Context: an optimization exercise on an open-source flow, tuned for small area. The choices shown serve that exercise and are no tape-out recipe.
RTL that was checked went through simulation tests only; none was proved equivalent to the original.
For run 1, only the layout was checked, not whether the RTL still works.
Power and IR drop assume default switching activity.

--- flow/flow/run.sh ---
#!/bin/bash
# The standard layout (standard.sh) with three changes to how the layout
# is made; the design, clock period and constraints are the standard flow's.
#  1. Synthesis is the standard script (synth_recipe.tcl) with one change:
#     the combinational logic is mapped by ABC with flow/abc_area.script, an
#     area-oriented script (dch, amap area mapping, then downsizing),
#     instead of ORFS's speed script.  Flip-flops are mapped before ABC runs,
#     so the registers, their names and cells are those of standard synthesis.
#  2. Clock tree synthesis adds no dummy loads and clusters up to 12
#     flip-flops on each clkbuf_4.
#  3. Port buffers use the smallest buffer, sky130_fd_sc_hd__buf_1.
# Each tool's output is in orfs/logs (one log per step) and flow.log.
set -euo pipefail
HERE=$(pwd)
{ head -n 1 synth_recipe.tcl; cat flow/abc_override.tcl; tail -n +2 synth_recipe.tcl; } > my_synth.tcl
sed "s#SYNTH_SCRIPT=[^ ]*synth_recipe.tcl#SYNTH_SCRIPT=$HERE/my_synth.tcl#" standard.sh > my_standard.sh
grep -q "SYNTH_SCRIPT=$HERE/my_synth.tcl" my_standard.sh
export MY_ABC_SCRIPT=$HERE/flow/abc_area.script
export CTS_ARGS="-sink_clustering_enable -repair_clock_nets -dont_use_dummy_load -sink_clustering_size 12 -sink_clustering_max_diameter 40 -buf_list {sky130_fd_sc_hd__clkbuf_4}"
export BUFFER_PORTS_ARGS="-buffer_cell sky130_fd_sc_hd__buf_1"
bash my_standard.sh finish > flow.log 2>&1
--- flow/flow/abc_area.script ---
strash
dch
amap
topo
dnsize -c
--- flow/flow/abc_override.tcl ---
# Give Yosys's abc call (the mapping of the combinational logic) the
# area-oriented script flow/abc_area.script instead of ORFS's speed script.
# Flip-flops are mapped before this step, so they are the standard ones.
proc abc {args} {
  set i [lsearch $args -script]
  if { $i >= 0 } {
    set args [lreplace $args [expr {$i + 1}] [expr {$i + 1}] $::env(MY_ABC_SCRIPT)]
  }
  yosys abc {*}$args
}
--- flow/standard.sh ---
#!/bin/bash
# synth_recipe.tcl (not shown) runs the flow's synth.tcl, then flattens the netlist and writes it again
# the make line also repeats each setting of config.mk as NAME=value (left out here)
make -C /OpenROAD-flow-scripts/flow DESIGN_CONFIG=/design/flow/config.mk WORK_HOME=/design/flow/orfs CLKGATE_MAP_FILE= SYNTH_SCRIPT=/design/flow/synth_recipe.tcl "${@:-finish}"
--- flow/config.mk ---
export PLATFORM = sky130hd
export DESIGN_NAME = RISCV
export DESIGN_NICKNAME = RISCV
export VERILOG_FILES = /design/flow/design.v
export SDC_FILE = /design/flow/constraint.sdc
export NUM_CORES = 4
export LEC_CHECK = 0
export CAP_MARGIN = 20
export CORE_MARGIN = 2
export CORE_UTILIZATION = 40
export SLEW_MARGIN = 20
--- flow/constraint.sdc ---
create_clock -name core_clock -period 10.0 [get_ports {clock}]
set_input_delay 2.0000 -clock core_clock [delete_from_list [all_inputs] [get_ports {clock}]]
set_output_delay 2.0000 -clock core_clock [all_outputs]
set_load 0.01 [all_outputs]
--- flow/design.v ---
module RISCV(
  input  clock,
  input  reset,
  input  io_rx,
  input  io_readyToReadProgram,
  input  io_runProgram,
  output io_tx,
  output io_idleLED,
  output io_listeningLED,
  output io_runningLED
);
  function [4:0] dbNext(input [4:0] s);
    dbNext = {s[3:0], s[4] ^ s[2] ^ (s[3:0] == 4'd0)};
  endfunction
  function [5:0] cnt6Next(input [5:0] s);
    cnt6Next = {s[5] ^ (s[4:0] == 5'b10000), dbNext(s[4:0])};
  endfunction
  function [3:0] bitNext(input [3:0] s);
    bitNext = {s[2:0], s[3] ^ s[2]};
  endfunction
  localparam [9:0] LZ = 10'h3ff, L867 = 10'h00c, L432 = 10'h042;
  function [9:0] timNext(input [9:0] s);
    timNext = {s[8:0], s[9] ^ s[6]};
  endfunction
  localparam [3:0] RB9 = 4'd13, RB1 = 4'd8, RB0 = 4'd1;
  localparam [3:0] TB11 = 4'd3, TB0 = 4'd1;
  reg readyPrev, runPrev, stRun, stListen, capture;
  wire readyRise = io_readyToReadProgram & ~readyPrev;
  wire runRise = io_runProgram & ~runPrev;
  always @(posedge clock) begin
    if (reset) begin
      readyPrev <= 1'b0;
      runPrev <= 1'b0;
      stRun <= 1'b0;
      stListen <= 1'b0;
      capture <= 1'b0;
    end else begin
      readyPrev <= io_readyToReadProgram;
      runPrev <= io_runProgram;
      stRun <= io_runProgram | (stRun & ~readyRise);
      stListen <= ~io_runProgram & (readyRise | stListen);
      capture <= ~runRise & (readyRise | capture);
    end
  end
  assign io_idleLED = ~stRun & ~stListen;
  assign io_listeningLED = stListen;
  assign io_runningLED = stRun;
  reg s1, s2, fprev;
  reg [7:0] rsh;
  reg [9:0] rcnt;
  reg [3:0] rbits;
  reg rval;
  wire rzero = rcnt == LZ;
  wire falling = ~s2 & fprev;
  reg [5:0] qc;           
  wire full = qc[5];
  wire doEnq = capture & rval & ~full;
  always @(posedge clock) begin
    s1 <= io_rx;
    s2 <= s1;
    fprev <= s2;
    if (rzero & rbits != RB0 & rbits != RB9)
      rsh <= {s2, rsh[7:1]};
    if (reset) begin
      rcnt <= L867;
      rbits <= RB0;
      rval <= 1'b0;
    end else begin
      if (!rzero)
        rcnt <= timNext(rcnt);
      else if (rbits != RB0) begin
        rcnt <= L867;
        rbits <= bitNext(rbits);
      end else if (falling) begin
        rcnt <= L432;
        rbits <= RB9;
      end
      if (rval & ~(capture & full))
        rval <= 1'b0;
      else if (rzero & rbits == RB1)
        rval <= 1'b1;
    end
  end
  reg [5:0] rc;
  reg cpend;
  wire wstay;
  wire clrReq = readyRise | cpend;
  always @(posedge clock) begin
    if (reset)
      qc <= 6'd0;
    else if (doEnq)
      qc <= cnt6Next(qc);
    if (reset) begin
      rc <= 6'd0;
      cpend <= 1'b0;
    end else begin
      if (doEnq)
        rc <= cnt6Next(rc);
      else if (clrReq & ~wstay)
        rc <= 6'd0;
      cpend <= ~doEnq & clrReq & wstay;
    end
  end
  reg [4:0] ph;
  reg clr;
  reg wpend;
  reg [255:0] ring;
  wire [4:0] phNext = dbNext(ph);
  wire fetchB, fetchT;
  wire commit = wpend & (phNext == rc[4:0]) & ~fetchB & ~fetchT;
  assign wstay = wpend & ~commit;
  wire [7:0] tail = commit ? rsh : clr ? 8'd0 : ring[7:0];
  always @(posedge clock) begin
    ring <= {tail, ring[255:8]};
    if (reset) begin
      ph <= 5'd0;
      clr <= 1'b1;
      wpend <= 1'b0;
    end else begin
      ph <= phNext;
      if (ph == 5'b10000)
        clr <= 1'b0;
      if (doEnq)
        wpend <= 1'b1;
      else if (commit)
        wpend <= 1'b0;
    end
  end
  reg sending;
  reg [5:0] idx;
  reg bstate, bpend;
  reg [7:0] bdata;
  wire issue = sending & ~bstate;
  wire [5:0] idxNext = cnt6Next(idx);
  wire eqLow = idxNext[4:0] == rc[4:0];
  wire last = cpend ? (idxNext == 6'd0) : (eqLow & (idxNext[5] == rc[5]));
  wire wmatch = wpend & eqLow;
  always @(posedge clock) begin
    if (reset)
      sending <= 1'b0;
    else if (sending) begin
      if (~bstate & last)
        sending <= 1'b0;
    end else if (runRise)
      sending <= 1'b1;
    if (~sending)
      idx <= 6'd0;
    else if (issue & ~last)
      idx <= idxNext;
  end
  reg [9:0] tcnt;
  reg [3:0] tbits;
  reg [7:0] tsh;           
  reg tpend;
  wire tzero = tcnt == LZ;
  wire tready = tzero & (tbits == TB0);
  wire take = bstate & tready;
  assign fetchB = bpend & (bdata[4:0] == ph);
  assign fetchT = tpend & (ph == 5'd0);
  wire tstart = tbits == TB11;
  wire [7:0] bdataD = issue ? (idx[5] ? 8'd0 : wmatch ? rsh : {3'd0, idx[4:0]})
                    : fetchB ? tail : bdata;
  always @(posedge clock) begin
    if (reset)
      bstate <= 1'b0;
    else if (~bstate)
      bstate <= sending;
    else if (tready)
      bstate <= 1'b0;
    bdata <= bdataD;
    if (issue)
      bpend <= ~idx[5] & ~wmatch;
    else if (fetchB)
      bpend <= 1'b0;
  end
  always @(posedge clock) begin
    if (reset) begin
      tcnt <= LZ;
      tbits <= TB0;
      tpend <= 1'b0;
    end else begin
      tcnt <= tzero ? L867 : timNext(tcnt);
      if (tzero & tbits != TB0)
        tbits <= bitNext(tbits);
      else if (take) begin
        tbits <= TB11;
        tpend <= bpend & ~fetchB;
      end else if (fetchT)
        tpend <= 1'b0;
    end
    if (tzero & tbits != TB0) begin
      if (~tstart)
        tsh <= {1'b1, tsh[7:1]};
    end else if (take)
      tsh <= bdataD;       
    else if (fetchT)
      tsh <= tail;
  end
  assign io_tx = (tbits == TB0) | (tsh[0] & ~tstart);
endmodule
==> results of run 1 <==
[through the flow]
step | area (sq um) | hold WS [ns]
CTS | 9530 | 0.298
floorplan | 8820 | 0.310
global route | 9530 | 0.306
finish | 9530 | 0.297
global placement | 9230 | 0.311
detailed placement | 9230 | 0.312
[area by class of cell]
| cell class | instances | area share |
|---|---|---|
| sequential | 347 | 0.747 |
| multi-input combinational | 280 | 0.160 |
| tap | 280 | 0.0368 |
| clock buffer | 40 | 0.0315 |
| inverter | 49 | 0.0193 |
| timing repair buffer | 12 | 0.00630 |
[worst max-delay path, stage by stage, from the launching register on]
cell and delay [ns]:
dfxtp_1 0.40, clkinv_1 0.16, a221oi_1 0.27, nand4b_1 0.17, nor2b_1 0.69, clkinv_1 0.41
o211ai_1 0.50, clkinv_1 0.48, a32o_1 0.36, o221a_1 0.20, a221o_1 0.28, o22ai_1 0.11
o21ai_0 0.09
[worst max-delay path by stage]
stage,depth (start not counted),to,startpoint
2_1_floorplan,12,tsh[4],ph[2]
3_3_place_gp,12,tsh[4],ph[2]
6_report,12,tsh[4],ph[2]
5_1_grt,12,tsh[4],ph[2]
4_1_cts,12,tsh[4],ph[2]
3_5_place_dp,12,tsh[4],ph[2]
[state kept, by name, summed over array words and instances, names as in the netlist, 4 cells and up]
| register | count |
|---|---|
| bdata | 8 |
| rsh | 8 |
| rc | 6 |
| idx | 6 |
| rbits | 4 |
| ph | 5 |
| ring | 256 |
| rcnt | 10 |
| qc | 6 |
| tcnt | 10 |
| tsh | 8 |
| tbits | 4 |
[where the power goes]
part / leakage [nW] / internal, mW / total, mW / switching (mW)
clock network: 0.184 / 0.185 / 0.572 / 0.387
logic: 0.613 / 0.0681 / 0.183 / 0.115
registers: 2.82 / 1.44 / 1.47 / 0.0316
total: 3.62 / 1.69 / 2.23 / 0.533
[cells in the final DEF, fill, tap and decap left out, types with 7 or more instances in the layout]
master	Yosys	final
nand4_1	7	7
clkbuf_4	0	40
nand3_1	9	9
dfxtp_1	330	330
edfxtp_1	17	17
a21oi_1	29	29
o21ai_0	36	36
o22ai_1	15	15
clkinv_1	49	49
nor4_1	7	7
nor2_1	65	65
nand2_1	41	41
nor3_1	13	13
buf_1	0	8
[kinds of logic after synthesis]
kind of cell	after synthesis
buffers and inverters	49
and+or+nand+nor	154
adders and majority gates	4
DFF	347
AOI/OAI and AO/OA	122
[routing by layer]
metal | part of all wire | vias up
li1 | - | 2410
met1 | 0.48 | 2277
met2 | 0.43 | 116
met3 | 0.055 | 39
met4 | 0.034 | 0
met5 | 0 | -
==> flow_summary_export.csv, run 1 <==
group,metric,value,unit
outcome,run_status,"timing/DRC/antenna clean",
pwr,total_power,2.23,mW
synthesis,synth_top_family_by_area,"compound AO/OA/AOI/OAI gates",
die,die_h,152,microns
layout,seq_area,0.00712,sq mm
cts,cts_hold_buf,0,
route,first_iter_violations,293,
min_path,hold_depth,0,
worst_setup_path,worstSetupPathType,"reg2reg",
synthesis,yosysMostFrequentCell,"dfxtp_1",
cts,path_clk_slew,0.11,ns
synthesis,synth_area_leaders,"dfxtp_1 75%, edfxtp_1 5.8%, nor2_1 2.8%, clkinv_1 2.1%, o21ai_0 2.0%",
worst_setup_path,crit_fanout,13,
timing,tightest_slew,0.971,ns
worst_setup_path,r2r-start,"ph[2]",
global_routing,grt_busiest_layer,"met2",
global_routing,grtUsageMet3,0.0287,
synthesis,ys_top_cells_by_count,"330 x dfxtp_1, 65 x nor2_1, 49 x clkinv_1",
pwr,p_per_area,234,mW/mm^2
layout,final_nets,739,
synthesis,ys.flop_type,"dfxtp_1",
pwr,ir_drop,0.000107,V
synthesis,yosysWarnings,1,
pwr,p_leak,3.62,nW
place,dpl.hpwl,8970,microns
die,dieArea,0.0232,sq mm
cts,ctsResizeCount,0,
cts,clockBufferDepth,3,
synthesis,ys_ff_latch,347,
route,vias,4842,
cts,cts-root-buf,"clkbuf_4",
synthesis,ys_seq_area_frac,0.807,
layout,layout.cells.non_filler,1008,
worst_setup_path,worstPathRequired,10.34,ns
layout,multi_input_area,0.00152,sq mm
timing,finalSetupViolations,0,
synthesis,synth_edf_count,17,
synthesis,yosys.area_share.adder,0.00568,
synthesis,synth_top_area_cell,"dfxtp_1",
layout,nFillCells,2023,
global_routing,grtUsageMet2,0.195,
synthesis,synth_mux_area_frac,0,
layout,area_delta_synth_final,8.13,%
timing,finalHoldViolations,0,
cts,cts_buffers,40,
die,io_pins,9,
worst_setup_path,start_kind,"flip-flop",
synthesis,syn_inst,676,
synthesis,yosysTopAreaCellShare,0.749,
min_path,hold-path-endpoint,"ring[104]",
worst_setup_path,ff2ff_setup_slack,5.56,ns
synthesis,synth_compound_area_frac,0.0890,
cts,htree_levels,2,
die,start_util,0.405,
worst_setup_path,r2r-end,"tsh[4]",
route,wire_per_inst,14.1,microns
worst_setup_path,crit_path_end_kind,"flip-flop",
synthesis,synthSimpleGateAreaFrac,0.0772,
place,portBuffers,8,
min_path,worstHoldStart,"ring[112]",
synthesis,syn_avg_cell_area,13.0,sq um
synthesis,syn-num-nets,685,
timing,min_period_over_period,0.444,
timing,maxSlewViolCount,0,
layout,fin_util,0.438,
worst_setup_path,rr_worst_depth,12,
timing,fin_tns_setup,0,ns
route,final_antenna_net_count,0,
cts,clock_latency,0.64,ns
global_routing,met1_usage,0.176,
cts,cts.sinks,347,
timing,max_clock_freq,0.225,GHz
timing,clock_skew,0.0561,ns
cts,cts_tree,"built",
timing,fin_ws,5.56,ns
place,place_ws,5.59,ns
die,chipWidth,152,microns
global_routing,grt_usage,0.129,
layout,num_antenna_cells,0,
cts,post_cts_buffers,0,
global_routing,grt_pass1_wl,24600,microns
die,coreArea,0.0218,sq mm
synthesis,synth_xor_area_frac,0,
route,routed_via_density,4.80,
layout,drive_gt1_frac,0.0618,
route,route.detailed.drc,0,
place,globalplace.congestion,0.777,
synthesis,synthArstFlopShare,0,
worst_setup_path,cp.arrival,4.77,ns
synthesis,synthDistinctLibCells,37,
global_routing,antenna_found_initial,0,
die,rows,54,
timing,slew_headroom,0.351,
place,dp.cells,968,
global_routing,grt_pass1_vias,5037,
min_path,hold_class,"reg2reg",
route,dr.pass1.iters,6,
synthesis,synthesis.area,0.00882,sq mm
timing,fin_crit,4.44,ns
route,routed_wirelength,14200,microns
run,maxCapViolations,0,
timing,grt_setup_unrepaired,"no",
global_routing,overflow,0,
global_routing,grt_max_degree,42,
==> inputs of run 2 (changes only) <==
--- a/flow/design.v
+++ b/flow/design.v
@@ -24,3 +24,3 @@
   endfunction
-  localparam [3:0] RB9 = 4'd13, RB1 = 4'd8, RB0 = 4'd1;
+  localparam [3:0] RB9 = 4'd13, RB1 = 4'd8, RB0 = 4'd1, RBX = 4'd2;
   localparam [3:0] TB11 = 4'd3, TB0 = 4'd1;
@@ -61,3 +61,3 @@
     fprev <= s2;
-    if (rzero & rbits != RB0 & rbits != RB9)
+    if (rzero & rbits != RB0 & rbits != RB9 & rbits != RBX)
       rsh <= {s2, rsh[7:1]};
@@ -68,11 +68,15 @@
     end else begin
-      if (!rzero)
-        rcnt <= timNext(rcnt);
-      else if (rbits != RB0) begin
+      if (rbits == RBX | (rbits == RB0 & rzero)) begin
+        if (falling) begin
+          rcnt <= L432;
+          rbits <= RB9;
+        end else begin
+          rcnt <= timNext(rcnt);
+          rbits <= RBX;
+        end
+      end else if (rzero) begin
         rcnt <= L867;
         rbits <= bitNext(rbits);
-      end else if (falling) begin
-        rcnt <= L432;
-        rbits <= RB9;
-      end
+      end else
+        rcnt <= timNext(rcnt);
       if (rval & ~(capture & full))
--- a/flow/flow/run.sh
+++ b/flow/flow/run.sh
@@ -5,3 +5,3 @@
 #     the combinational logic is mapped by ABC with flow/abc_area.script, an
-#     area-oriented script (dch, amap area mapping, then downsizing),
+#     area-oriented script (delay-relaxed &nf mapping, then downsizing),
 #     instead of ORFS's speed script.  Flip-flops are mapped before ABC runs,
==> flow/flow/abc_area.script (replaced) <==
&get -n
&st
&dch
&nf -R 1000
&put
topo
dnsize -c
==> run 2 against run 1 <==
Non-clock buffer count fell by 4. Critical path type is now reg2out. Count of clock-buffer cells in the layout did not move. Hold slack worse by 0.029 ns. Power is 1.6% lower.
==> flow_summary_export.csv, run 2 <==
group,metric,value,unit
pwr,p_leak,3.68,nW
layout,area_delta_synth_final,7.79,%
route,wire_per_inst,12.9,microns
global_routing,grt_max_degree,49,
timing,maxSlewViolCount,0,
die,die_h,153,microns
synthesis,ys_ff_latch,347,
route,top_layer_used,"met4",
die,rows,54,
synthesis,syn_inst,663,
global_routing,grt_usage,0.113,
die,dieArea,0.0233,sq mm
synthesis,synth_area_leaders,"dfxtp_1 75%, edfxtp_1 5.8%, o21ai_0 2.2%, nor2_1 2.2%, nand2_1 1.8%",
cts,ctsResizeCount,0,
timing,slew_headroom,0.283,
worst_setup_path,cp_cell_sequence,"clkinv_1 > ha_1 > nand2_1 > nor2_1 > a21o_1 > buf_1",
global_routing,overflow,0,
global_routing,grt_pass1_wl,22000,microns
place,portBuffers,8,
timing,finalHoldViolations,0,
synthesis,synthArstFlopShare,0,
synthesis,yosysWarnings,1,
worst_setup_path,crit_fanout,9,
synthesis,synth_top_area_cell,"dfxtp_1",
layout,nFillCells,1996,
global_routing,grt_pass1_vias,4593,
route,routed_via_density,4.65,
cts,cts_tree,"built",
pwr,p_per_area,230,mW/mm^2
cts,cts_hold_buf,0,
run,maxCapViolations,0,
worst_setup_path,cpMaxStageDelayCell,"nor2_1",
cts,cts_buffers,40,
synthesis,ys_seq_area_frac,0.804,
die,start_util,0.407,
cts,htree_levels,2,
layout,top_regs,"ring (256), rcnt (10), tcnt (10)",
timing,tightest_slew,1.07,ns
route,wl_met2,5600,microns
synthesis,syn_avg_cell_area,13.3,sq um
synthesis,yosysMostFrequentCell,"dfxtp_1",
layout,top_register,"ring",
route,dr.pass1.iters,5,
timing,clock_skew,0.0505,ns
route,wl_met1,6290,microns
timing,grt_setup_unrepaired,"no",
timing,finalSetupViolations,0,
synthesis,ys.flop_type,"dfxtp_1",
cts,clock_latency,0.61,ns
layout,multi_input_area,0.00165,sq mm
worst_setup_path,cp_slowest_stage_delay,0.43,ns
worst_setup_path,worstPathRequired,8.00,ns
place,dpl.hpwl,7830,microns
route,wl_met3,632,microns
outcome,run_status,"timing/DRC/antenna clean",
layout,final_common_cell,"dfxtp_1",
place,globalplace.congestion,0.814,
layout,layout_common_cells,"330 x dfxtp_1, 52 x nor2_1, 43 x nand2_1",
layout,seq_area,0.00712,sq mm
cts,cts-root-buf,"clkbuf_4",
cts,path_clk_slew,0.11,ns
timing,min_period_over_period,0.398,
route,final_antenna_net_count,0,
synthesis,synth_edf_count,17,
timing,fin_crit,3.98,ns
layout,drive_gt1_frac,0.0591,
pwr,ir_drop,0.0000924,V
timing,fin_tns_setup,0,ns
synthesis,synthDistinctLibCells,36,
timing,max_clock_freq,0.251,GHz
route,first_iter_violations,218,
layout,largest_register_ffs,256,
cts,cts.sinks,347,
synthesis,synthesis.area,0.00885,sq mm
synthesis,yosysTopAreaCellShare,0.747,
route,route.detailed.drc,0,
cts,clockBufferDepth,3,
min_path,hold_class,"reg2reg",
die,coreArea,0.0218,sq mm
timing,holdWs,0.269,ns
die,chipWidth,153,microns
worst_setup_path,start_kind,"flip-flop",
synthesis,ys_top_cells_by_count,"330 x dfxtp_1, 52 x nor2_1, 43 x nand2_1",
die,io_pins,9,
worst_setup_path,worstSetupPathType,"reg2out",
layout,final_nets,722,
worst_setup_path,crit_path_end_kind,"primary output",
cts,post_cts_buffers,0,
route,routed_wirelength,12800,microns
route,vias,4618,
synthesis,syn-num-nets,672,
global_routing,antenna_found_initial,1,
worst_setup_path,cp.arrival,1.98,ns
[run 2: cell types whose count changed after synthesis, moves of 6 or more]
cell / delta
a21o_1: +12
and2_0: +6
clkinv_1: -28
nor2_1: -13
nor2b_1: +8
o22ai_1: -15
xnor2_1: +10
xor2_1: +10
[run 2: metal layers]
metal	global-route usage	vias up
li1	-	2325
met3	0.0301	26
met2	0.171	98
met1	0.155	2169
met5	0	-
met4	0.0467	0
[run 2: logic make-up (layout without fill, tap and decap cells)]
kind of cell / after synthesis / after routing / share of synthesized area
and+or+nand+nor: 166 / 166 / 0.0885
adders and majority gates: 4 / 4 / 0.00566
DFF: 347 / 347 / 0.804
xor gates and xnor gates: 20 / 20 / 0.0198
AOI/OAI and AO/OA: 105 / 105 / 0.0727
buffers and inverters: 21 / 69 / 0.00891
other: 0 / 2 / 0
[run 2: worst paths after layout]
path / from / to / slack (ns) / depth (start not counted)
max: tbits[2] / io_tx / 6.02 / 6
min: ring[127] / ring[119] / 0.27 / 0
max reg2reg: ph[0] / tsh[3] / 6.58 / 11
min reg2reg: ring[127] / ring[119] / 0.27 / 0
[run 2: stage by stage]
stage / setup slack (ns) / area (sq um) / util / power, mW / std cells
5_1_grt: 5.86 / 9540 / 0.438 / 2.31 / 993
4_1_cts: 6.00 / 9530 / 0.438 / 2.22 / 991
3_5_place_dp: 6.30 / 9230 / 0.424 / 1.65 / 951
6_report: 6.02 / 9540 / 0.438 / 2.19 / 993
3_3_place_gp: 6.45 / 9230 / 0.424 / 1.64 / 951
2_1_floorplan: 6.97 / 8850 / - / 1.61 / 663
[run 2: critical path: cells and delay by family, from the launching register on]
family,cells,cell delay [ns]
fa+ha+maj,1,0.14
buf+inv,2,0.23
compound gates,1,0.16
flops,1,0.33
simple gates,2,0.52
[run 2: final cells by class]
type / instances / share of cell area
Timing Repair Buffer: 8 / 0.00328
Antenna cell: 2 / 0.000525
Sequential cell: 347 / 0.746
Tap cell: 280 / 0.0367
Inverter: 21 / 0.00827
Clock buffer: 40 / 0.0315
Multi-Input combinational cell: 295 / 0.173
[run 2: power breakdown]
part           internal [mW]  switching (mW)  leakage (nW)
Combinational         0.0612          0.0929         0.677
Sequential              1.44          0.0291          2.82
Clock                  0.186           0.384         0.184

==> separate check: timing with driven ports <==
The flow's constraints put no driver on any port. The routed layouts listed below were extracted and timed again, unchanged, in two steps.
Step 1 sets driving cells, clkbuf_16 on the clock port and buf_2 on the other inputs (assumed; they add their load-dependent delay and slew).
Step 2, shift: input delay + t, output delay - t, t = (earliest + latest rising clock arrival at the registers) / 2. This alone moves slack from input paths to output paths.
Slacks: ideal ports / drivers / drivers and shift; pairs: ideal ports / drivers.
| run | t (ns) | slack for setup (ns) | worst setup path after step 2 | worst data-port slew with drivers (ns) |
|---|---|---|---|---|
| run 1 | 0.648 | 5.564 / 5.564 / 5.564 | register to register | 0.03 |
| run 2 | 0.633 | 6.018 / 5.981 / 6.355 | input to register | 0.03 |
After both steps setup and hold are still met in every run listed.
